This is an optimization exercise on Yosys and OpenROAD, whose aim is small area, not a production implementation.
Function was checked by simulation only, so behaviour that the tests miss may differ from the original.
In every run shown here, the design's own scripts or RTL, not TritonCTS, make the clock network.
The clock input has no modelled driver; a real chip could not lean on it and would need a root buffer or a full tree.
No activity file was given, so power comes from the tool's default toggle rates.

File: flow/run.sh
#!/bin/bash
# Own layout flow: the standard ORFS flow with the standard synthesis
# unchanged, and these changes:
#  - after the standard synthesis, its combinational logic is mapped again
#    for least area by remap.sh (registers, their names and cell types kept);
#  - ports are buffered with the smallest buffer (buf_1);
#  - before placement repair, sized-up gates are set back to their smallest
#    size (downsize.tcl), and repair_design sizes up where it must;
#  - the clock tree is built by clocktree.tcl (a root buffer and one leaf
#    buffer per compact group of 16 registers) in place of TritonCTS.
# Each tool's output is in the ORFS logs under orfs/logs and in remap.log;
# the make output is in standard.log.
set -euo pipefail
here=$(pwd)
export TMPDIR="$here/tmp"
mkdir -p "$TMPDIR"
res="$here/orfs/results/$FLOW_PLATFORM/reactiontimer/base"
bash standard.sh "$res/1_2_yosys.v" > standard_synth.log 2>&1
cp "$res/1_2_yosys.v" "$here/standard_1_2_yosys.v"
bash flow/remap.sh "$here/standard_1_2_yosys.v" "$res/1_2_yosys.v" "$here/remap.log"
export BUFFER_PORTS_ARGS="-buffer_cell sky130_fd_sc_hd__buf_1"
export PRE_RESIZE_TCL="$here/flow/downsize.tcl"
export PRE_CTS_TCL="$here/flow/clocktree.tcl"
bash standard.sh > standard.log 2>&1
File: flow/clocktree.tcl
# Builds the clock tree by hand before the CTS step: the register clock pins
# are split into compact groups of at most ct_group by recursive
# bisection of their placement, each group gets one leaf clock buffer at its
# centre, and one root buffer at the centre of the leaves drives them from
# the clock port. The CTS step's own clock_tree_synthesis is then skipped.
set ct_leaf_cell sky130_fd_sc_hd__clkbuf_8
set ct_root_cell sky130_fd_sc_hd__clkbuf_8
set ct_group 16

set ct_db [ord::get_db]
set ct_block [ord::get_db_block]
set ct_clk_src [get_full_name [lindex [get_property [lindex [all_clocks] 0] sources] 0]]
set ct_clk_net [[$ct_block findBTerm $ct_clk_src] getNet]

# register clock pins with their locations
set ct_sinks {}
foreach it [$ct_clk_net getITerms] {
  set inst [$it getInst]
  set bb [$inst getBBox]
  set x [expr {([$bb xMin] + [$bb xMax]) / 2}]
  set y [expr {([$bb yMin] + [$bb yMax]) / 2}]
  lappend ct_sinks [list $it $x $y]
}
puts "clocktree: [llength $ct_sinks] sinks on [$ct_clk_net getName]"

proc ct_split {items size} {
  if {[llength $items] <= $size} { return [list $items] }
  set xs [lmap i $items {lindex $i 1}]
  set ys [lmap i $items {lindex $i 2}]
  set dx [expr {[tcl::mathfunc::max {*}$xs] - [tcl::mathfunc::min {*}$xs]}]
  set dy [expr {[tcl::mathfunc::max {*}$ys] - [tcl::mathfunc::min {*}$ys]}]
  set k [expr {$dx >= $dy ? 1 : 2}]
  set sorted [lsort -integer -index $k $items]
  # split so that both halves hold a balanced number of groups
  set n [llength $sorted]
  set groups [expr {($n + $size - 1) / $size}]
  set left [expr {($groups / 2) * $n / $groups}]
  return [concat [ct_split [lrange $sorted 0 [expr {$left - 1}]] $size] \
                 [ct_split [lrange $sorted $left end] $size]]
}

set ct_groups [ct_split $ct_sinks $ct_group]
set ct_leaf_master [$ct_db findMaster $ct_leaf_cell]
set ct_root_master [$ct_db findMaster $ct_root_cell]
set ct_root [odb::dbInst_create $ct_block $ct_root_master clktree_root]
set ct_root_out [odb::dbNet_create $ct_block clktree_root_net]
$ct_root_out setSigType CLOCK
set ct_i 0
set ct_lx 0; set ct_ly 0
foreach g $ct_groups {
  set leaf [odb::dbInst_create $ct_block $ct_leaf_master clktree_leaf_$ct_i]
  set net [odb::dbNet_create $ct_block clktree_leaf_net_$ct_i]
  $net setSigType CLOCK
  set sx 0; set sy 0
  foreach s $g {
    set it [lindex $s 0]
    $it disconnect
    $it connect $net
    set sx [expr {$sx + [lindex $s 1]}]
    set sy [expr {$sy + [lindex $s 2]}]
  }
  set cx [expr {$sx / [llength $g]}]
  set cy [expr {$sy / [llength $g]}]
  $leaf setLocation $cx $cy
  $leaf setPlacementStatus PLACED
  [$leaf findITerm A] connect $ct_root_out
  [$leaf findITerm X] connect $net
  set ct_lx [expr {$ct_lx + $cx}]
  set ct_ly [expr {$ct_ly + $cy}]
  puts "clocktree: leaf $ct_i drives [llength $g] sinks"
  incr ct_i
}
$ct_root setLocation [expr {$ct_lx / $ct_i}] [expr {$ct_ly / $ct_i}]
$ct_root setPlacementStatus PLACED
[$ct_root findITerm A] connect $ct_clk_net
[$ct_root findITerm X] connect $ct_root_out
puts "clocktree: $ct_i leaf buffers ($ct_leaf_cell), root $ct_root_cell"

# the CTS step's clock tree synthesis is replaced by the tree above
rename clock_tree_synthesis ct_unused_clock_tree_synthesis
proc clock_tree_synthesis {args} { puts "clocktree: clock_tree_synthesis skipped" }
File: flow/downsize.tcl
# Before placement repair: every combinational cell that synthesis sized up
# is set back to the smallest cell of its family (same function, lower drive
# strength); repair_design, which runs next, sizes up again wherever slew or
# load limits need it. Registers and tie cells are left as they are.
set ds_db [ord::get_db]
set ds_dont_use [expr {[info exists ::env(DONT_USE_CELLS)] ? $::env(DONT_USE_CELLS) : ""}]
array set ds_family {}
foreach lib [$ds_db getLibs] {
  foreach m [$lib getMasters] {
    set n [$m getName]
    if {![regexp {^(sky130_fd_sc_hd__[a-z0-9]+)_([0-9]+)$} $n -> base size]} { continue }
    set skip 0
    foreach p $ds_dont_use { if {[string match $p $n]} { set skip 1 } }
    if {$skip} { continue }
    lappend ds_family($base) [list $n [$m getWidth] $size]
  }
}
set ds_count 0
foreach inst [[ord::get_db_block] getInsts] {
  set n [[$inst getMaster] getName]
  if {![regexp {^(sky130_fd_sc_hd__[a-z0-9]+)_([0-9]+)$} $n -> base size]} { continue }
  if {[regexp {^sky130_fd_sc_hd__(df|edf|sdf|dl|tap|fill|decap|conb|clk|dlygate|probe|lpflow)} $n]} { continue }
  if {![info exists ds_family($base)]} { continue }
  set best $n
  set bw [[$inst getMaster] getWidth]
  foreach c $ds_family($base) {
    lassign $c cn cw cs
    if {$cw < $bw || ($cw == $bw && $cs == 1 && $best ne $cn && ![string match *_1 $best])} {
      set best $cn; set bw $cw
    }
  }
  if {$best ne $n} {
    replace_cell [$inst getName] $best
    incr ds_count
  }
}
puts "downsize: $ds_count cells set to a smaller size"
File: flow/remap.abc
strash
dch -f
amap
strash
dch -f
amap
topo
File: flow/remap.sh
#!/bin/bash
# Maps the combinational logic of the standard synthesis netlist again with
# ABC for least area: the netlist's gates are read as their logic functions
# (registers and tie cells stay as they are, with their names), and ABC's
# area mapper (remap.abc) maps that logic to the platform's cells.
#   remap.sh IN.v OUT.v LOG
set -euo pipefail
in=$1; out=$2; log=$3
lib=$FLOW_HOME/platforms/sky130hd/lib/sky130_fd_sc_hd__tt_025C_1v80.lib
here=$(cd "$(dirname "$0")" && pwd)
dont_use=$(sed -n '/^export DONT_USE_CELLS/,/^$/p' $FLOW_HOME/platforms/sky130hd/config.mk \
  | grep -o 'sky130_fd_sc_hd__[a-z0-9_]*' | sed 's/^/-dont_use /' | tr '\n' ' ')
keep=$(grep -o '^ *sky130_fd_sc_hd__\(df\|edf\|sdf\|dl\|conb\)[a-z0-9_]*' "$in" | sort -u | tr '\n' ' ')
printf 'set_driving_cell sky130_fd_sc_hd__buf_1\nset_load 5\n' > "$out.constr"
yosys -l "$log" -p "
read_liberty -ignore_miss_func $lib
read_verilog $in
hierarchy -top $FLOW_TOP
blackbox $keep
flatten
opt_clean
abc -liberty $lib $dont_use -script $here/remap.abc -constr $out.constr
opt_clean -purge
stat -liberty $lib
write_verilog -noattr $out
" > /dev/null
File: standard.sh
#!/bin/bash
# synth_recipe.tcl (not shown) runs the flow's synth.tcl, then flattens the netlist and writes it again
# the make line also repeats each setting of config.mk as NAME=value (left out here)
make -C /OpenROAD-flow-scripts/flow DESIGN_CONFIG=/design/flow/config.mk WORK_HOME=/design/flow/orfs CLKGATE_MAP_FILE= SYNTH_SCRIPT=/design/flow/synth_recipe.tcl "${@:-finish}"
File: config.mk
export PLATFORM = sky130hd
export DESIGN_NAME = reactiontimer
export DESIGN_NICKNAME = reactiontimer
export VERILOG_FILES = /design/flow/design.v
export SDC_FILE = /design/flow/constraint.sdc
export NUM_CORES = 4
export LEC_CHECK = 0
export CAP_MARGIN = 20
export CORE_MARGIN = 2
export CORE_UTILIZATION = 55
export SLEW_MARGIN = 20
File: constraint.sdc
create_clock -name core_clock -period 20.0 [get_ports {cin}]
set_input_delay 4.0000 -clock core_clock [delete_from_list [all_inputs] [get_ports {cin}]]
set_output_delay 4.0000 -clock core_clock [all_outputs]
set_load 0.01 [all_outputs]
File: design.v
module reactiontimer(keybutton, selection, trig, echo, cin, rst, segments, d, led);
	input cin;
	input rst;
	input [1:0] keybutton;
	input [9:0] selection;
	output [41:0] segments;
	output d;
	output [9:0] led;
	input echo;
	output trig;
	wire key0 = keybutton[0];
	wire key1 = keybutton[1];
	wire sel9 = selection[9];
	wire sel8 = selection[8];
	wire sel0 = selection[0];
	reg [13:0] ph;
	reg [1:0] m3;
	wire [14:0] phc;
	assign phc[0] = 1'b1;
	wire ph_wrap = rst | (ph[13] & ph[10] & ph[9] & ph[8] & ph[3] & ph[2] & ph[1] & ph[0]);  
	genvar gi;
	generate
		for (gi = 0; gi < 14; gi = gi + 1) begin : phbit
			assign phc[gi+1] = phc[gi] & ph[gi];
			always @(posedge cin)
				ph[gi] <= ~ph_wrap & (ph[gi] ^ phc[gi]);
		end
	endgenerate
	always @(posedge cin)
		m3 <= {~rst & m3[0], ~rst & ~m3[0] & ~m3[1]};
	wire tick = m3[1] & ~ph[0];
	wire one_us = ~ph[0];
	assign trig = ~(|ph[13:5]) & (|ph[4:0]) & ~(ph[4] & (ph[3] | (ph[2] & (ph[1] | ph[0]))));
	reg [1:0] k;
	always @(*) begin
		case ({ph[2:0], m3})
			5'b000_00: k = 2'd0;  5'b000_01: k = 2'd3;  5'b000_10: k = 2'd1;
			5'b001_00: k = 2'd2;  5'b001_01: k = 2'd0;  5'b001_10: k = 2'd3;
			5'b010_00: k = 2'd3;  5'b010_01: k = 2'd2;  5'b010_10: k = 2'd0;
			5'b011_00: k = 2'd1;  5'b011_01: k = 2'd3;  5'b011_10: k = 2'd2;
			5'b100_00: k = 2'd2;  5'b100_01: k = 2'd1;  5'b100_10: k = 2'd3;
			5'b101_00: k = 2'd0;  5'b101_01: k = 2'd2;  5'b101_10: k = 2'd1;
			5'b110_00: k = 2'd1;  5'b110_01: k = 2'd0;  5'b110_10: k = 2'd2;
			5'b111_00: k = 2'd3;  5'b111_01: k = 2'd1;  5'b111_10: k = 2'd0;
			default: k = 2'd0;
		endcase
	end
	reg [9:0] usc;
	reg dist_gt;
	wire usc_sat = usc[9] & usc[8] & usc[7] & usc[5];
	wire usc_clr = rst | (one_us & ~echo);
	wire [10:0] usc_c;
	assign usc_c[0] = one_us & echo & ~usc_sat;
	generate
		for (gi = 0; gi < 10; gi = gi + 1) begin : usbit
			assign usc_c[gi+1] = usc_c[gi] & usc[gi];
			always @(posedge cin)
				usc[gi] <= ~usc_clr & (usc[gi] ^ usc_c[gi]);
		end
	endgenerate
	wire dist_ld = one_us & ~echo & (|usc);
	always @(posedge cin)
		dist_gt <= ~rst & (dist_ld ? usc_sat : dist_gt);
	reg b_gt, stop;
	always @(posedge cin) begin
		b_gt <= ~rst & (tick ? dist_gt : b_gt);
		stop <= ~rst & (tick ? (key0 & b_gt) : stop);
	end
	reg [11:0] rn;
	always @(posedge cin) begin
		if (rst)
			rn <= ~12'b010010101101;
		else
			rn <= {rn[10:0], ~(rn[5] ^ rn[6])};
	end
	reg [11:0] u1;
	reg a1;
	wire u1_end = &u1;
	wire [12:0] u1_c;
	assign u1_c[0] = tick & ~u1_end;
	generate
		for (gi = 0; gi < 12; gi = gi + 1) begin : dc1bit
			assign u1_c[gi+1] = u1_c[gi] & u1[gi];
			always @(posedge cin)
				u1[gi] <= rst | (key0 ? (u1[gi] ^ u1_c[gi]) : rn[gi]);
		end
	endgenerate
	always @(posedge cin)
		a1 <= ~rst & key0 & (tick ? u1_end : a1);
	reg decide, b, act1;
	wire decide_next = sel0 ? stop : key0;
	always @(posedge cin) begin
		decide <= ~rst & decide_next;
		b <= ~rst & ~sel9 & (b ^ (decide_next & ~decide));
		act1 <= ~rst & ~sel9 & b & a1;
	end
	reg W, y, s1, signal2, flag;
	reg s2_q;               
	reg [3:0] li;           
	wire [7:0] light2 = {8{s2_q}} & {li[3:2] == 2'd3, li[3:2] == 2'd2, li[3:2] == 2'd1, li[3:2] == 2'd0,
	                                 li[1:0] == 2'd3, li[1:0] == 2'd2, li[1:0] == 2'd1, li[1:0] == 2'd0};
	always @(posedge cin) begin
		W <= ~rst & sel9 & ~key1;
		y <= ~sel9 | flag;
		signal2 <= ~rst & sel9 & s2 & s1;
		s1 <= ~rst & ((W & ~s1) | (~y & s1));
		s2_q <= ~rst & signal2;
		flag <= (light2 == selection[7:0]) & s2_q;
		if (~s2_q)
			li <= {k, ph[1:0]};
	end
	reg [10:0] u2;
	reg s2;
	wire u2_end = &u2;
	wire [11:0] u2_c;
	assign u2_c[0] = tick & ~u2_end;
	generate
		for (gi = 0; gi < 11; gi = gi + 1) begin : dc2bit
			assign u2_c[gi+1] = u2_c[gi] & u2[gi];
			always @(posedge cin)
				u2[gi] <= W ? ((11'd547 >> gi) & 1'b1) : (u2[gi] ^ u2_c[gi]);
		end
	endgenerate
	always @(posedge cin)
		s2 <= ~W & (tick ? u2_end : s2);
	reg m_p, m_pp, m_started, r34;
	always @(posedge cin) begin
		if (rst) begin
			m_p <= 1'b0;
			m_pp <= 1'b0;
			m_started <= 1'b0;
			r34 <= 1'b0;
		end else if (tick) begin
			r34 <= m_p ^ m_pp;
			m_p <= sel9;
			m_pp <= m_started ? m_p : ~sel9;
			m_started <= 1'b1;
		end
	end
	reg R;
	always @(posedge cin)
		R <= (~b & ~key0 & ~sel9) | (~signal2 & ~key1 & sel9) | r34;
	reg [23:0] o;
	wire o_clr = rst | R;
	wire [6:0] en;
	assign en[0] = tick & (act1 | signal2);
	generate
		for (gi = 0; gi < 6; gi = gi + 1) begin : digit
			wire [3:0] q = o[4*gi+3:4*gi];
			wire e = en[gi];
			assign en[gi+1] = e & ((q[3] & q[2]));
			always @(posedge cin) begin
				o[4*gi]   <= ~o_clr & (q[0] ^ (e & (q[3] | ~q[0] | q[1])));
				o[4*gi+1] <= ~o_clr & (q[1] ^ (e & (q[0])));
				o[4*gi+2] <= ~o_clr & (q[2] ^ (e & (q[1])));
				o[4*gi+3] <= ~o_clr & (q[3] ^ (e & ((q[2] & q[1]))));
			end
		end
	endgenerate
	reg sw_q, x, b_q;
	reg [23:0] hs1, hs2;
	always @(posedge cin) begin
		sw_q <= ~rst & sel0;
		x <= ~rst & (x ^ (sel0 & ~sw_q));
		b_q <= b;
	end
	wire o_nz = |o;
	wire clr_req = sel0 & x;
	wire [23:0] hsc = b_q ? hs1 : hs2;
	wire [24:0] lt;          
	assign lt[0] = 1'b0;
	generate
		for (gi = 0; gi < 24; gi = gi + 1) begin : cmp
			assign lt[gi+1] = (~o[gi] & hsc[gi]) | (~o[gi] & lt[gi]) | (hsc[gi] & lt[gi]);
		end
	endgenerate
	wire better = o_nz & (~(|hsc) | lt[24]);
	wire fall1 = b_q & ~b;
	wire fall2 = s2_q & ~signal2;
	wire ld1 = ~rst & fall1 & better;
	wire ld2 = ~rst & fall2 & better;
	wire keep1 = ~rst & ~ld1 & ~(fall1 & clr_req);
	wire keep2 = ~rst & ~ld2 & ~(fall2 & clr_req);
	always @(posedge cin) begin
		hs1 <= ({24{ld1}} & o) | ({24{keep1}} & hs1);
		hs2 <= ({24{ld2}} & o) | ({24{keep2}} & hs2);
	end
	assign led = {{2{act1}}, {8{act1}} | light2};
	assign d = 1'b0;
	wire sh_o = ~sel8;
	wire sh_1 = sel8 & ~sel9;
	wire sh_2 = sel8 & sel9;
	wire [23:0] C = ({24{sh_o}} & o) | ({24{sh_1}} & hs1) | ({24{sh_2}} & hs2);
	generate
		for (gi = 0; gi < 6; gi = gi + 1) begin : seg
			wire [3:0] a = C[4*gi+3:4*gi];
			assign segments[7*gi+0] = (~a[3] & ~a[1] & a[0]);
			assign segments[7*gi+1] = (a[3] & ~a[1] & ~a[0]) | (~a[3] & a[2] & a[1]);
			assign segments[7*gi+2] = (~a[2] & a[1] & a[0]);
			assign segments[7*gi+3] = (~a[1] & a[0]);
			assign segments[7*gi+4] = a[2] | (~a[1] & a[0]);
			assign segments[7*gi+5] = (a[2] & ~a[0]) | (~a[2] & a[0]);
			assign segments[7*gi+6] = (~a[3] & ~a[2] & ~a[1]) | (~a[2] & ~a[1] & a[0]);
		end
	endgenerate
endmodule
==> results of run 1 <==
## worst max-delay path, delay by kind of cell
family | cells | cell delay, ps
AO/OA/AOI/OAI | 4 | 640
buffers and inverters | 6 | 1860
AND/OR/NAND/NOR | 1 | 190
## area by class of cell
cell class | count | area [sq um]
Tap cell | 172 | 215
Sequential cell | 159 | 3220
Buffer | 11 | 151
Inverter | 153 | 574
Fill cell | 1163 | 4840
Multi-Input combinational cell | 590 | 3190
Timing Repair Buffer | 74 | 318
## routing by layer
metal  global-route usage (%)  vias up
li1                         -     3425
met4                     8.08        0
met1                     37.0     3170
met3                     2.54       48
met5                        0        -
met2                     44.4      269
## path summary, 6_finish.rpt
| path | to | slack (ps) | cells past startpoint |
|---|---|---|---|
| hold / removal | rn[10]$_SDFF_PP0_ | 420 | 2 |
| hold reg to reg | rn[10]$_SDFF_PP0_ | 420 | 2 |
| setup / recovery | segments[36] | 9290 | 11 |
| setup reg to reg | hs1[14]$_DFF_P_ | 13830 | 22 |
## cells in the final DEF (no fill, tap or decap), types with 8 or more instances in the layout
master,instances
nor4_1,11
a211oi_1,23
clkbuf_8,11
a221oi_1,11
nand4_1,13
buf_1,68
o21ai_1,49
nand3_1,8
clkinv_1,153
nor2_1,148
a22oi_1,24
o21a_1,11
nor3_1,45
nand2_1,56
dfxtp_1,155
o22ai_1,98
a21oi_1,32
## registers in the layout (all words and copies together) (netlist names), 10 cells and up
| register | cells |
|---|---|
| hs1 | 24 |
| hs2 | 24 |
| o | 24 |
| ph | 14 |
| rn | 12 |
| u1 | 12 |
| u2 | 11 |
| usc | 10 |
## power by group through the flow
stage	registers [mW]	logic (mW)	clock network, mW
5_1_grt	0.337	0.0684	0.161
2_1_floorplan	0.341	0.0393	0
3_3_place_gp	0.342	0.0579	0
3_5_place_dp	0.343	0.0599	0
6_report	0.336	0.0616	0.146
4_1_cts	0.343	0.0603	0.105
## per-stage QoR
stage / instances / hold slack (ps) / power, mW / setup WS, ps / cell area (sq um)
5_1_grt: 1159 / 432 / 0.566 / 9100 / 7670
6_report: 1159 / 417 / 0.544 / 9290 / 7670
3_3_place_gp: 1146 / 397 / 0.400 / 9450 / 7490
3_5_place_dp: 1147 / 398 / 0.403 / 9120 / 7490
2_1_floorplan: 902 / 385 / 0.381 / 10550 / 6980
4_1_cts: 1158 / 398 / 0.508 / 9110 / 7640
==> results.txt, run 1 <==
- Run status: timing/DRC/antenna clean
- Syn_nets: 917
- Crit Reg-Reg Startpoint: b_q$_DFF_P_
- WP data arrival: about 6700 ps
- Gr ovfl total: 0
- Final Hold Fails: 0
- Relative slew slack: a little under a quarter
- Critical Path Slowest Stage Cell: clkinv_1
- Post-Syn Area: approximately 7000 sq um
- Peak VDD IR: 0.0395 mV
- Hold Path Origin: rn[9]$_SDFF_PP1_
- Via Count: ~6.9k
- Leak: about 2.6 nW
- Vert. Die Dim: between 100 and 150 microns
- Cell Chain, Critical Path: buf_1 > buf_2 > clkinv_1 > buf_16 > a22oi_1 > o22ai_1 > nand2_1 > clkinv_1 > a21oi_1 > o21a_1 > buf_1
- Largest net degree at the start of global routing: 36
- Met1 WL: between 8 and 9 mm
- 1st-pass router iterations: 7
- TNS Setup: 0 ps
- Post-DP HPWL: between 10 and 15 mm
- Gpl congestion: 0.949
- Top layer used by detailed routing: met4
- Io pins: a little under 70
- Remaining DRCs: 0
- Vias in the first global route: approximately 6k
- Post-Route Utilization: between 60% and 70%
- Endpoints failing setup: 0
- Total GRT Usage: 26.7%
- Antenna Nets Post-Route: 0
- Antenna cells: 0
- Routed met3 length: 1.21 mm
- Critical path launch point type: primary input
- Met2 wire length: 8.54 mm
- CP required: between 15000 and 20000 ps
- HP Class: reg -> reg
- Critical Path Source: selection[9]
- Layout cell share with drive strength beyond 1: 1.82%
- Worst slew pin tran: ~1200 ps
- Syn avg cell area: between 7 and 8 sq um
- Initial drt markers: 570
- Crit. End Element: primary output
- RSZ-0062 raised after global routing: no
- Switch share: 26.7%
- Final slew viol count: 0
- Clock power share: a little over a quarter
- Starting density of the core: a little under three fifths
- Hold-fix buffers, CTS: 0
- Combinational Power Share: 11.3%
- Port bufs: between 60 and 70
- Initial antenna violation count: 0
- Core ar.: 12500 sq um
- Final min period: approximately 11000 ps
- Clk slew on worst S/H paths: 90 ps
- Pwr Density: ~71 nW/um^2
- Area added between synthesis and finish: 9.87%
- Category of the most critical setup path: in -> out
- Post-CTS Setup Bufs: 0
- Worst skew pair latency: 440 ps
- Ys Warns: 1
- Final nets: about 1.0k
- Seq pwr share: ~62%
- DR vias/cell: ~6.0
- Clock skew: just over 20 ps
- Tcrit/Tclk final: ~54%
- Critical Path Max Stage Delay: between 600 and 700 ps
- Row count: 41
- Die width: 117 microns
- Power Internal: 0.398 mW
- Crit path max fanout: 26
- Full die area: roughly 14000 sq um
- Post-CTS Resized: 0
- Mapped Cells: roughly 900
- Fmax: a little over 90 MHz
- Sw Pwr: 0.145 mW
- First-pass GRT wire length: around 30 mm
- Drt total wl: 18.5 mm
- Routed WL per cell: ~16 microns
- MaxCap Viol Count: 0
==> run 2, diff against run 1 <==
--- a/config.mk
+++ b/config.mk
@@ -8,4 +8,4 @@
 export CAP_MARGIN = 20
 export CORE_MARGIN = 2
-export CORE_UTILIZATION = 55
+export CORE_UTILIZATION = 40
 export SLEW_MARGIN = 20
==> results.txt, run 2 <==
- Crit. End Element: primary output
- Final nets: 1004 (unchanged)
- Ys Warns: 1 (unchanged)
- Worst slew pin tran: 1110 ps (-50.6 ps)
- Gr ovfl total: 0 (unchanged)
- Io pins: 69 (unchanged)
- Most frequent cells in the layout: 155 x dfxtp_1, 153 x clkinv_1, 148 x nor2_1
- Largest net degree at the start of global routing: 36 (unchanged)
- Syn_nets: 917 (unchanged)
- Commonest non-fill, non-tap cell in the layout: dfxtp_1
- Multi-input gate area: 3190 sq um (unchanged)
- Endpoints failing setup: 0 (unchanged)
- Port bufs: 67 (unchanged)
- Worst R2R Path Depth: 22 (unchanged)
- Critical Path Slowest Stage Cell: clkinv_1
- DR vias/cell: 5.55 (-7.0%)
- Post-DP HPWL: 12.7 mm (-1.3%)
- Routed WL per cell: 15.3 microns (-4.1%)
- Crit path max fanout: 26 (unchanged)
- Full die area: 18500 sq um (+36%)
- Post-CTS Setup Bufs: 0 (unchanged)
- TNS Setup: 0 ps (unchanged)
- Area added between synthesis and finish: 10.3%
- Reg2Reg Setup Slack: 14030 ps (+200 ps)
- Worst Path Buf+Inv: 6 (unchanged)
- Row count: 48 (+17%)
- Filler cells: 1823 (+57%)
- Critical Path Max Stage Delay: 650 ps (-20 ps)
- Critical Path Source: selection[9]
- WP data arrival: 7030 ps (+320 ps)
- Inst Count DP: 1201 (+4.7%)
- HP Class: reg -> reg
- Hold-fix buffers, CTS: 0 (unchanged)
- Final min period: 11030 ps (+330 ps)
- Fin cells: 1212 (+4.6%)
- Run status: timing/DRC/antenna clean
- Post-Route Utilization: 44.9% (-16 points)
- Initial drt markers: 499 (-12%)
- Final slew viol count: 0 (unchanged)
- First-pass GRT wire length: 30.1 mm (+1.0%)
- Worst Hold End: rn[9]$_SDFF_PP1_
- Fmax: 90.6 MHz (-3.0%)
- Delay-heaviest family, CP: buffers and inverters
- Gpl congestion: 0.913 (-3.8%)
- Critical path launch point type: primary input
- Mapped Cells: 902 (unchanged)
- Core ar.: 17200 sq um (+37%)
- Hold Path Origin: rn[8]$_SDFF_PP1_
- Drt total wl: 18.6 mm (+0.32%)
- Crit Reg-Reg Startpoint: b_q$_DFF_P_
- Cell Chain, Critical Path: buf_1 > buf_2 > clkinv_1 > buf_1 > a22oi_1 > o22ai_1 > nand2_1 > clkinv_1 > a21oi_1 > o21a_1 > buf_1
- Final Hold Fails: 0 (unchanged)
- Vias in the first global route: 6031 (+0.017%)
- Syn avg cell area: 7.74 sq um (unchanged)
- Peak VDD IR: 0.0456 mV (+16%)
- Hold WS: 418 ps (+1.07 ps)
- Via Count: 6722 (-2.7%)
- Total GRT Usage: 19.6% (-7.1 points)
- Category of the most critical setup path: in -> out
- Vert. Die Dim: 136 microns (+17%)
- Clk slew on worst S/H paths: 90 ps (about the same)
- CP required: 16000 ps (about the same)
- Leak: 2.60 nW (-0.65%)
- Tcrit/Tclk final: 55.2% (+1.6 points)
- Initial antenna violation count: 0 (unchanged)
- RSZ-0062 raised after global routing: no
- Die width: 136 microns (+17%)
- Post-Syn Area: 6980 sq um (unchanged)
- Post-CTS Resized: 0 (unchanged)
- Critical Path Most Common Cell: buf_1
- Relative slew slack: 26.0% (+3.4 points)
- Worst skew pair latency: 440 ps (about the same)
- Clock skew: 15.4 ps (-5.35 ps)
- MaxCap Viol Count: 0 (unchanged)
- 1st-pass router iterations: 5 (-2)
- Starting density of the core: 40.7% (-15 points)
- Reg-to-Reg End: hs1[16]$_DFF_P_
- Sequential standard cell area: 3220 sq um (unchanged)
- Top Registers: hs1 x24, hs2 x24, o x24
- Hold Path Stages: 2 (unchanged)
- Remaining DRCs: 0 (unchanged)
- Antenna cells: 0 (unchanged)
- Layout cell share with drive strength beyond 1: 1.72% (-0.10 points)
- Pwr Density: 70.5 nW/um^2 (-0.49%)
- Antenna Nets Post-Route: 0 (unchanged)
[run 2: worst max-delay path by stage]
stage                              end  slack (ps)  depth (start not counted)
after floorplan           segments[22]       10550                          7
after global placement     segments[1]        9630                         11
after detailed placement   segments[1]        9060                         11
after CTS                  segments[1]        9040                         11
after global routing       segments[1]        8690                         11
final                      segments[1]        8970                         11
[run 2: layout make-up]
type / count / area share, %
flip-flops and latches: 159 / 41.8
multi-input cells: 590 / 41.4
inverters: 153 / 7.45
repair buffers: 74 / 3.69
well taps: 225 / 3.65
plain buffers: 11 / 1.96
[run 2: stage by stage]
step | power, mW | area [sq um] | setup slack [ps]
finish | 0.543 | 7710 | 8970
CTS | 0.509 | 7700 | 9040
global placement | 0.402 | 7570 | 9630
floorplan | 0.381 | 6980 | 10550
detailed placement | 0.403 | 7550 | 9060
global route | 0.567 | 7710 | 8690
[run 2: worst min-delay path, stage by stage, from the launching register on]
cell	delay, ps
dfxtp_1	320
nor2_1	50
clkinv_1	30
[run 2: per-layer routing]
| metal | share of wire, % | track usage (%) | vias to the layer above | wire, microns |
|---|---|---|---|---|
| met5 | 0 | 0 | - | 0 |
| met4 | 2.7 | 4.86 | 0 | 496 |
| met3 | 5.5 | 1.98 | 32 | 1010 |
| met2 | 46 | 32.8 | 183 | 8530 |
| met1 | 46 | 27.2 | 3079 | 8550 |
| li1 | - | - | 3428 | - |
[run 2: report_power, final]
part,internal (mW),switching (mW)
logic,0.0201,0.0404
clock network,0.0496,0.0976
registers,0.328,0.00725
total,0.398,0.145
==> run 3, diff against run 2 <==
--- a/design.v
+++ b/design.v
@@ -46,12 +46,12 @@
 		endcase
 	end
-	reg [9:0] usc;
+	reg [32:0] usc;
 	reg dist_gt;
-	wire usc_sat = usc[9] & usc[8] & usc[7] & usc[5];
+	wire usc_sat = (|usc[32:10]) | (usc[9] & usc[8] & usc[7] & (usc[6] | usc[5]));
 	wire usc_clr = rst | (one_us & ~echo);
-	wire [10:0] usc_c;
-	assign usc_c[0] = one_us & echo & ~usc_sat;
-	generate
-		for (gi = 0; gi < 10; gi = gi + 1) begin : usbit
+	wire [33:0] usc_c;
+	assign usc_c[0] = one_us & echo;
+	generate
+		for (gi = 0; gi < 33; gi = gi + 1) begin : usbit
 			assign usc_c[gi+1] = usc_c[gi] & usc[gi];
 			always @(posedge cin)
==> results.txt, run 3 <==
- Finished Cell Area: 8720 sq um (+13%)
- Core ar.: 19400 sq um (+13%)
- Crit path max fanout: 27 (+3.8%)
- Io pins: 69 (unchanged)
- Peak VDD IR: 0.0520 mV (+14%)
- Final Hold Fails: 0 (unchanged)
- Max reg flops: 33
- TNS Setup: 0 ps (unchanged)
- Final min period: 10740 ps (-295 ps)
- Post-DP HPWL: 13.9 mm (+8.7%)
- Leak: 2.92 nW (+13%)
- Crit Reg-Reg Startpoint: ph[0]$_DFF_P_
- DR vias/cell: 5.41 (-2.4%)
- Port bufs: 67 (unchanged)
- Remaining DRCs: 0 (unchanged)
- Fmax: 93.1 MHz (+2.7%)
- Mapped Cells: 1005 (+11%)
- Category of the most critical setup path: in -> out
- Clk slew on worst S/H paths: 100 ps (about the same)
- Area added between synthesis and finish: 10.5%
- First-pass GRT wire length: 32.8 mm (+9.1%)
- Antenna Nets Post-Route: 0 (unchanged)
- Syn avg cell area: 7.86 sq um (+1.5%)
- Routed WL per cell: 14.7 microns (-4.3%)
- Cell Chain, Critical Path: buf_1 > buf_2 > clkinv_1 > buf_8 > a22oi_1 > o22ai_1 > nand2_1 > clkinv_1 > a21oi_1 > o21a_1 > buf_1
- Post-CTS Setup Bufs: 0 (unchanged)
- 1st-pass router iterations: 5 (unchanged)
- Commonest non-fill, non-tap cell in the layout: nor2_1
- Clock skew: 14.0 ps (-1.35 ps)
- Crit. End Element: primary output
- Worst Path Buf+Inv: 6 (unchanged)
- Placed Area: 8520 sq um (+13%)
- Via Count: 7369 (+9.6%)
- Largest net degree at the start of global routing: 37 (+2.8%)
- Critical Path Max Stage Delay: 680 ps (+30 ps)
- Delay-heaviest family, CP: buffers and inverters
- Gpl congestion: 0.864 (-5.4%)
- Tcrit/Tclk final: 53.7% (-1.5 points)
- Worst skew pair latency: 450 ps (about the same)
- Initial antenna violation count: 0 (unchanged)
- Post-CTS Resized: 0 (unchanged)
- Hold-fix buffers, CTS: 0 (unchanged)
- Die width: 144 microns (+6.1%)
- RSZ-0062 raised after global routing: no
- Total power: 0.612 mW (+13%)
- Final nets: 1113 (+11%)
- Ys Warns: 1 (unchanged)
- WP data arrival: 6740 ps (-290 ps)
- CP required: 16000 ps (about the same)
- Antenna cells: 0 (unchanged)
- Reg with most FFs: usc
- Drt total wl: 20.0 mm (+7.5%)
- Total GRT Usage: 18.8% (-0.78 points)
- Initial drt markers: 461 (-7.6%)
- Full die area: 20900 sq um (+13%)
- Run status: timing/DRC/antenna clean
- Vert. Die Dim: 144 microns (+6.1%)
- Pwr Density: 70.2 nW/um^2 (-0.47%)
- Worst slew pin tran: 1130 ps (+15.4 ps)
- Post-Syn Area: 7900 sq um (+13%)
- Critical Path Slowest Stage Cell: clkinv_1
- Hold Path Origin: rn[8]$_SDFF_PP1_
- Layout cell share with drive strength beyond 1: 2.01% (+0.28 points)
- Most frequent cells in the layout: 197 x nor2_1, 178 x dfxtp_1, 162 x clkinv_1
- Gr ovfl total: 0 (unchanged)
- MaxCap Viol Count: 0 (unchanged)
- Endpoints failing setup: 0 (unchanged)
- Syn_nets: 1020 (+11%)
- Relative slew slack: 24.9% (-1.0 points)
- HP Class: reg -> reg
- Starting density of the core: 40.7% (about the same)
- Vias in the first global route: 6623 (+9.8%)
- Critical path launch point type: primary input
- Row count: 51 (+6.3%)
- Critical Path Source: selection[9]
- Final slew viol count: 0 (unchanged)
[run 3: metal layers]
layer	global-route usage (%)	vias to the layer above	routed length (microns)
met1	25.9	3357	9480
met2	31.8	174	8960
met3	1.82	36	1010
li1	-	3802	-
met4	4.96	0	541
met5	0	-	0
[run 3: through the flow]
stage | hold slack, ps | setup WS (ps) | util (%) | instances
2_1_floorplan | 385 | 10580 | - | 1005
6_report | 414 | 9260 | 45.0 | 1361
3_3_place_gp | 399 | 9400 | 44.1 | 1347
3_5_place_dp | 394 | 9010 | 43.9 | 1347
4_1_cts | 394 | 8990 | 44.9 | 1360
5_1_grt | 430 | 9040 | 45.0 | 1361
[run 3: final timing paths]
path                      end  depth (start not counted)  slack, ps
min reg2reg  rn[9]$_SDFF_PP1_                          2        410
max reg2reg   usc[32]$_DFF_P_                         34      14550
max               segments[8]                         11       9260
min          rn[9]$_SDFF_PP1_                          2        410
[run 3: tightest hold or removal path, stage by stage (launching register included)]
cell and delay (ps):
dfxtp_1 320, nor2_1 50, clkinv_1 30
[run 3: area by class of cell]
cell class | instances | area (sq um)
Tap cell | 265 | 332
Multi-Input combinational cell | 661 | 3610
Fill cell | 2041 | 10700
Timing Repair Buffer | 78 | 313
Sequential cell | 182 | 3680
Buffer | 13 | 179
Inverter | 162 | 608
[run 3: power breakdown]
group          internal [mW]  switching, mW
Sequential             0.374        0.00737
Clock                 0.0583          0.111
Combinational         0.0215         0.0397
==> run 4, diff against run 3 <==
--- a/design.v
+++ b/design.v
@@ -102,10 +102,12 @@
 	always @(posedge cin) begin
 		W <= ~rst & sel9 & ~key1;
-		y <= ~sel9 | flag;
+		y <= ~rst & (~sel9 | flag);
 		signal2 <= ~rst & sel9 & s2 & s1;
 		s1 <= ~rst & ((W & ~s1) | (~y & s1));
 		s2_q <= ~rst & signal2;
-		flag <= (light2 == selection[7:0]) & s2_q;
-		if (~s2_q)
+		flag <= ~rst & (light2 == selection[7:0]) & s2_q;
+		if (rst)
+			li <= 4'd0;
+		else if (~s2_q)
 			li <= {k, ph[1:0]};
 	end
@@ -119,9 +121,9 @@
 			assign u2_c[gi+1] = u2_c[gi] & u2[gi];
 			always @(posedge cin)
-				u2[gi] <= W ? ((11'd547 >> gi) & 1'b1) : (u2[gi] ^ u2_c[gi]);
-		end
-	endgenerate
-	always @(posedge cin)
-		s2 <= ~W & (tick ? u2_end : s2);
+				u2[gi] <= rst | (W ? ((11'd547 >> gi) & 1'b1) : (u2[gi] ^ u2_c[gi]));
+		end
+	endgenerate
+	always @(posedge cin)
+		s2 <= ~rst & ~W & (tick ? u2_end : s2);
 	reg m_p, m_pp, m_started, r34;
 	always @(posedge cin) begin
@@ -140,5 +142,5 @@
 	reg R;
 	always @(posedge cin)
-		R <= (~b & ~key0 & ~sel9) | (~signal2 & ~key1 & sel9) | r34;
+		R <= ~rst & ((~b & ~key0 & ~sel9) | (~signal2 & ~key1 & sel9) | r34);
 	reg [23:0] o;
 	wire o_clr = rst | R;
@@ -163,5 +165,5 @@
 		sw_q <= ~rst & sel0;
 		x <= ~rst & (x ^ (sel0 & ~sw_q));
-		b_q <= b;
+		b_q <= ~rst & b;
 	end
 	wire o_nz = |o;
==> results.txt, run 4 <==
- Run status: timing/DRC/antenna clean
- Max reg flops: 33 (unchanged)
- Multi-input gate area: 3720 sq um (+3.1%)
- Routed WL per cell: 15.0 microns (+1.9%)
- Relative slew slack: 23.4% (-1.5 points)
- Critical Path Slowest Stage Cell: clkinv_1
- Category of the most critical setup path: in -> out
- Gpl congestion: 0.845 (-2.2%)
- Endpoints failing setup: 0 (unchanged)
- Sw Pwr: 0.158 mW (-0.16%)
- Core ar.: 19500 sq um (+0.33%)
- Post-DP HPWL: 14.4 mm (+4.1%)
- TNS Setup: 0 ps (unchanged)
- First-pass GRT wire length: 34.6 mm (+5.4%)
- Worst Hold End: s1$_DFF_P_
- Antenna cells: 0 (unchanged)
- Most frequent cells in the layout: 189 x nor2_1, 182 x dfxtp_1, 159 x clkinv_1
- Cell Chain, Critical Path: buf_1 > buf_2 > clkinv_1 > a22oi_1 > o22ai_1 > nand2_1 > clkinv_1 > a21oi_1 > o21a_1 > buf_1
- Antenna Nets Post-Route: 0 (unchanged)
- Initial antenna violation count: 0 (unchanged)
- Die width: 145 microns (+0.37%)
- WP data arrival: 7130 ps (+390 ps)
- Area added between synthesis and finish: 10.7%
- Power Internal: 0.451 mW (-0.56%)
- Syn_nets: 1050 (+2.9%)
- Worst R2R Path Depth: 26 (-24%)
- Hold Path Origin: y$_DFF_P_
- Post-Route Utilization: 45.2% (+0.29 points)
- Fmax: 89.9 MHz (-3.5%)
- Clk slew on worst S/H paths: 80 ps (-20 ps)
- Reg with most FFs: usc
- Commonest non-fill, non-tap cell in the layout: nor2_1
- Hold Path Stages: 1 (-1)
- Tcrit/Tclk final: 55.6% (+1.9 points)
- Post-CTS Setup Bufs: 0 (unchanged)
- Worst slack at placement: 9000 ps (-11.6 ps)
- Largest net degree at the start of global routing: 32 (-14%)
- Seq pwr share: 61.9% (-0.4 points)
- Ys Warns: 1 (unchanged)
- Filler cells: 2007 (-1.7%)
- Initial drt markers: 459 (-0.43%)
- 1st-pass router iterations: 5 (unchanged)
- Mapped Cells: 1035 (+3.0%)
- Vert. Die Dim: 145 microns (+0.37%)
- Row count: 51 (unchanged)
- Clock power share: 27.7% (about the same)
- Hold-fix buffers, CTS: 0 (unchanged)
- Final nets: 1145 (+2.9%)
- Fin cells: 1393 (+2.4%)
- Worst Path Buf+Inv: 5 (-1)
- Switch share: 25.9% (+0.077 points)
- Vias in the first global route: 6959 (+5.1%)
- HP Class: reg -> reg
- Reg-to-Reg End: hs2[21]$_DFF_P_
- Post-CTS Resized: 0 (unchanged)
- Final WS setup: 8870 ps (-385 ps)
- Remaining DRCs: 0 (unchanged)
- Clock skew: 22.6 ps (+8.61 ps)
- Crit Reg-Reg Startpoint: b_q$_DFF_P_
- Layout cell share with drive strength beyond 1: 1.95% (-0.057 points)
- Post-Syn Area: 7960 sq um (+0.76%)
- Worst skew pair latency: 460 ps (about the same)
- Gr ovfl total: 0 (unchanged)
- Delay-heaviest family, CP: buffers and inverters
- Critical Path Max Stage Delay: 1060 ps (+380 ps)
- MaxCap Viol Count: 0 (unchanged)
- Full die area: 21000 sq um (+0.74%)
- Io pins: 69 (unchanged)
- Crit. End Element: primary output
- Inst Count DP: 1380 (+2.4%)
- Syn avg cell area: 7.69 sq um (-2.2%)
- CP required: 16000 ps (about the same)
- Final Hold Fails: 0 (unchanged)
- Total GRT Usage: 19.1% (+0.26 points)
- Drt total wl: 20.8 mm (+4.3%)
- Critical path launch point type: primary input
- Via Count: 7548 (+2.4%)
- Reg2Reg Setup Slack: 14110 ps (-440 ps)
- Final slew viol count: 0 (unchanged)
- Combinational Power Share: 10.4% (+0.4 points)
- DR vias/cell: 5.42 (about the same)
- RSZ-0062 raised after global routing: no
- Peak VDD IR: 0.0463 mV (-11%)
- Starting density of the core: 40.9% (+0.18 points)
- Leak: 3.02 nW (+3.3%)
- Worst slew pin tran: 1150 ps (+22.5 ps)
- Pwr Density: 69.2 nW/um^2 (-1.4%)
- Crit path max fanout: 30 (+11%)
- Port bufs: 67 (unchanged)
- Sequential standard cell area: 3640 sq um (-1.1%)
- Final min period: 11130 ps (+385 ps)
- Hold WS: 411 ps (-2.43 ps)
==> run 4: cell count changes in the layout (fill, tap and decap cells not counted), sizes merged, moves of 5 or more <==
cell / previous run / this run
nand2: 57 / 66
nor2: 197 / 189
a211oi: 33 / 25
a31oi: 0 / 7
a221oi: 16 / 11
o211ai: 1 / 14
a21oi: 23 / 31
nand3: 5 / 13
a31o: 5 / 0
nor3: 44 / 53
nor2b: 3 / 8
and3: 10 / 18
nor3b: 8 / 2
o21ai: 40 / 53
==> run 4: cell type report <==
type / instances / area share (%)
multi-input combinational: 694 / 42.2
tap: 265 / 3.77
buffer: 13 / 2.03
timing repair buffer: 80 / 3.85
inverter: 159 / 6.78
sequential: 182 / 41.4
==> run 4: worst max path at each step <==
stage / from / to / slack, ps / depth (start not counted)
final: selection[9] / segments[36] / 8870 / 10
after global routing: selection[9] / segments[36] / 8700 / 10
after CTS: selection[9] / segments[36] / 8970 / 10
after detailed placement: selection[9] / segments[36] / 9000 / 10
after global placement: selection[9] / segments[36] / 9410 / 10
after floorplan: selection[9] / segments[15] / 10610 / 7
==> run 4: metal layers <==
| metal | up-vias | GRT usage (%) | wire length (microns) |
|---|---|---|---|
| met5 | - | 0 | 0 |
| met4 | 0 | 4.11 | 370 |
| met3 | 29 | 2.70 | 1190 |
| met2 | 179 | 32.5 | 9570 |
| met1 | 3432 | 25.9 | 9720 |
| li1 | 3908 | - | - |
==> run 4: through the flow <==
| stage | cell area, sq um | total power, mW |
|---|---|---|
| global placement | 8620 | 0.447 |
| global route | 8810 | 0.638 |
| floorplan | 7960 | 0.425 |
| CTS | 8800 | 0.572 |
| finish | 8810 | 0.609 |
| detailed placement | 8630 | 0.449 |
==> run 4: worst register-to-register path, cell delays in order (launching register included) <==
cell and delay (ps):
dfxtp_1 300, buf_2 300, clkinv_1 120, buf_1 590
o22ai_1 220, a221oi_1 340, nor3_1 100, a21oi_1 120
o21ai_1 80, a31oi_1 180, nor3_1 80, a21oi_1 180
a21boi_1 180, nor3_1 60, nor3_1 190, o21ai_1 100
nand2_1 60, a21oi_1 40, nor2_1 130, nor4b_1 70
nor4_1 430, a41oi_1 80, nor2b_1 160, a31oi_1 330
nand3_1 550, buf_1 530, o22ai_1 290
==> run 4: power by group through the flow <==
stage               registers (mW)  clock network, mW  logic [mW]
finish                       0.377              0.169      0.0634
detailed placement           0.385                  0      0.0632
global route                 0.379              0.188      0.0710
CTS                          0.386              0.123      0.0634
floorplan                    0.384                  0      0.0404
global placement             0.385                  0      0.0615
==> run 5, diff against run 4 <==
--- a/design.v
+++ b/design.v
@@ -46,12 +46,12 @@
 		endcase
 	end
-	reg [32:0] usc;
+	reg [9:0] usc;
 	reg dist_gt;
-	wire usc_sat = (|usc[32:10]) | (usc[9] & usc[8] & usc[7] & (usc[6] | usc[5]));
+	wire usc_sat = usc[9] & usc[8] & usc[7] & usc[5];
 	wire usc_clr = rst | (one_us & ~echo);
-	wire [33:0] usc_c;
-	assign usc_c[0] = one_us & echo;
-	generate
-		for (gi = 0; gi < 33; gi = gi + 1) begin : usbit
+	wire [10:0] usc_c;
+	assign usc_c[0] = one_us & echo & ~usc_sat;
+	generate
+		for (gi = 0; gi < 10; gi = gi + 1) begin : usbit
 			assign usc_c[gi+1] = usc_c[gi] & usc[gi];
 			always @(posedge cin)
==> results.txt, run 5 <==
- Layout cell share with drive strength beyond 1: 2.02% (+0.067 points)
- Finished Cell Area: 7960 sq um (-9.6%)
- Largest net degree at the start of global routing: 32 (unchanged)
- Ys Warns: 1 (unchanged)
- Post-CTS Setup Bufs: 0 (unchanged)
- Drt total wl: 19.4 mm (-7.0%)
- Hold Path Stages: 2 (+1)
- Mapped Cells: 952 (-8.0%)
- HP Class: reg -> reg
- Die width: 138 microns (-4.8%)
- Starting density of the core: 40.4% (-0.45 points)
- Critical Path Source: selection[9]
- Syn avg cell area: 7.55 sq um (-1.8%)
- Leak: 2.65 nW (-12%)
- Row count: 49 (-3.9%)
- Antenna Nets Post-Route: 0 (unchanged)
- Commonest non-fill, non-tap cell in the layout: nor2_1
- Critical Path Max Stage Delay: 590 ps (-470 ps)
- Hold Path Origin: rn[8]$_SDFF_PP1_
- Endpoints failing setup: 0 (unchanged)
- CP required: 16000 ps (about the same)
- First-pass GRT wire length: 32.7 mm (-5.5%)
- 1st-pass router iterations: 5 (unchanged)
- Critical Path Slowest Stage Cell: clkinv_1
- Crit Reg-Reg Startpoint: b_q$_DFF_P_
- Core ar.: 17800 sq um (-8.6%)
- Full die area: 19100 sq um (-9.4%)
- Syn_nets: 967 (-7.9%)
- Remaining DRCs: 0 (unchanged)
- Placed Area: 7800 sq um (-9.6%)
- Initial antenna violation count: 0 (unchanged)
- Hold WS: 417 ps (+5.99 ps)
- Clock skew: 11.6 ps (-11.0 ps)
- Met1 WL: 9.54 mm (-1.8%)
- Post-DP HPWL: 13.5 mm (-6.4%)
- Relative slew slack: 26.0% (+2.5 points)
- Top Registers: hs1 x24, hs2 x24, o x24
- Worst R2R Path Depth: 16 (-38%)
- Hold-fix buffers, CTS: 0 (unchanged)
- WP data arrival: 6920 ps (-210 ps)
- Fin cells: 1270 (-8.8%)
- Gpl congestion: 0.844 (about the same)
- Area added between synthesis and finish: 10.8% (about the same)
- Run status: timing/DRC/antenna clean
- Met2 wire length: 8.39 mm (-12%)
- Worst slew pin tran: 1110 ps (-40.9 ps)
- Category of the most critical setup path: in -> out
- Cell Chain, Critical Path: buf_1 > buf_2 > clkinv_1 > buf_1 > a22oi_1 > o22ai_1 > nand2_1 > clkinv_1 > a21oi_1 > o21a_1 > buf_1
- Crit. End Element: primary output
- Crit path max fanout: 26 (-13%)
- MaxCap Viol Count: 0 (unchanged)
- Vias in the first global route: 6527 (-6.2%)
- Pwr Density: 67.8 nW/um^2 (-2.0%)
- Final slew viol count: 0 (unchanged)
- Tcrit/Tclk final: 54.6% (-1.0 points)
- Total power: 0.540 mW (-11%)
- DR vias/cell: 5.57 (+2.8%)
- Worst skew pair latency: 430 ps (-30 ps)
- Critical Path Most Common Cell: buf_1
- Post-Syn Area: 7190 sq um (-9.6%)
- Critical path launch point type: primary input
- Port bufs: 67 (unchanged)
- Fmax: 91.6 MHz (+1.9%)
- Total GRT Usage: 19.8% (+0.72 points)
- RSZ-0062 raised after global routing: no
- Worst slack at placement: 9130 ps (+134 ps)
- Post-CTS Resized: 0 (unchanged)
- Clk slew on worst S/H paths: 90 ps (about the same)
- Initial drt markers: 481 (+4.8%)
- Final Hold Fails: 0 (unchanged)
- Post-Route Utilization: 44.8% (-0.45 points)
- TNS Setup: 0 ps (unchanged)
- Io pins: 69 (unchanged)
- Via Count: 7076 (-6.3%)
- Filler cells: 1842 (-8.2%)
- Top layer used by detailed routing: met4
- Routed met3 length: 1.07 mm (-9.5%)
- Vert. Die Dim: 138 microns (-4.8%)
- Inst Count DP: 1258 (-8.8%)
- Antenna cells: 0 (unchanged)
- Routed WL per cell: 15.3 microns (+2.0%)
- Final WS setup: 9080 ps (+206 ps)
- Peak VDD IR: 0.0556 mV (+20%)
- Final nets: 1058 (-7.6%)
- Most frequent cells in the layout: 165 x nor2_1, 159 x dfxtp_1, 152 x clkinv_1
- Final min period: 10920 ps (-206 ps)
- Gr ovfl total: 0 (unchanged)
[run 5: layout make-up]
type | count | area [sq um] | area share [%]
Sequential cell | 159 | 3180 | 40.0
Tap cell | 229 | 287 | 3.60
Multi-Input combinational cell | 641 | 3430 | 43.1
Buffer | 11 | 151 | 1.90
Inverter | 152 | 571 | 7.16
Timing Repair Buffer | 78 | 338 | 4.24
[run 5: final timing paths]
kind                       to  slack, ps
min reg2reg  rn[9]$_SDFF_PP1_        420
min          rn[9]$_SDFF_PP1_        420
max reg2reg    hs2[4]$_DFF_P_      15070
max               segments[8]       9080
[run 5: where the power goes]
part	switching [mW]	internal (mW)	leakage, nW
Sequential	0.00639	0.325	1.29
Clock	0.0957	0.0496	0.0791
Combinational	0.0414	0.0217	1.28
[run 5: worst max-delay path, delay by kind of cell]
| family | cells | cell delay (ps) |
|---|---|---|
| buffers and inverters | 6 | 1920 |
| AO/OA/AOI/OAI | 4 | 800 |
| AND/OR/NAND/NOR | 1 | 180 |
[run 5: layer usage]
layer | GRT usage (%) | vias to the layer above
li1 | - | 3640
met1 | 29.1 | 3207
met5 | 0 | -
met3 | 1.91 | 33
met4 | 3.65 | 0
met2 | 32.1 | 196

-- what the ideal ports hide --
The results above use ideal ports. As a check the final layouts listed here were re-extracted and re-timed, cells and wires unchanged.
Step 1: set_driving_cell puts a clkbuf_16 on cin and a buf_2 on each other input, an assumption about the parent block.
Step 2 moves the port delays by t, midway between the first and last clock arrival at a register: inputs arrive t later, outputs are due t later. That takes back most of the time a late clock gives input paths.
a / b / c = ideal / step 1 / step 2; a / b = the first two.
run | shift t [ns] | slack for setup (ns) | worst setup path at the end | worst register clock-pin slew, ns
run 1 | 0.458 | 9.295 / 9.273 / 9.273 | input to output | 0.11 / 0.11
run 2 | 0.467 | 8.965 / 8.941 / 8.941 | input to output | 0.11 / 0.11
run 3 | 0.481 | 9.260 / 9.237 / 9.237 | input to output | 0.11 / 0.11
run 4 | 0.484 | 8.875 / 8.847 / 8.847 | input to output | 0.11 / 0.11
run 5 | 0.461 | 9.081 / 9.056 / 9.056 | input to output | 0.11 / 0.11
After both steps every run listed still meets setup and hold. For run 4, which loses most, drivers alone change the setup slack by -0.028 ns; drivers and shift together by -0.028 ns.
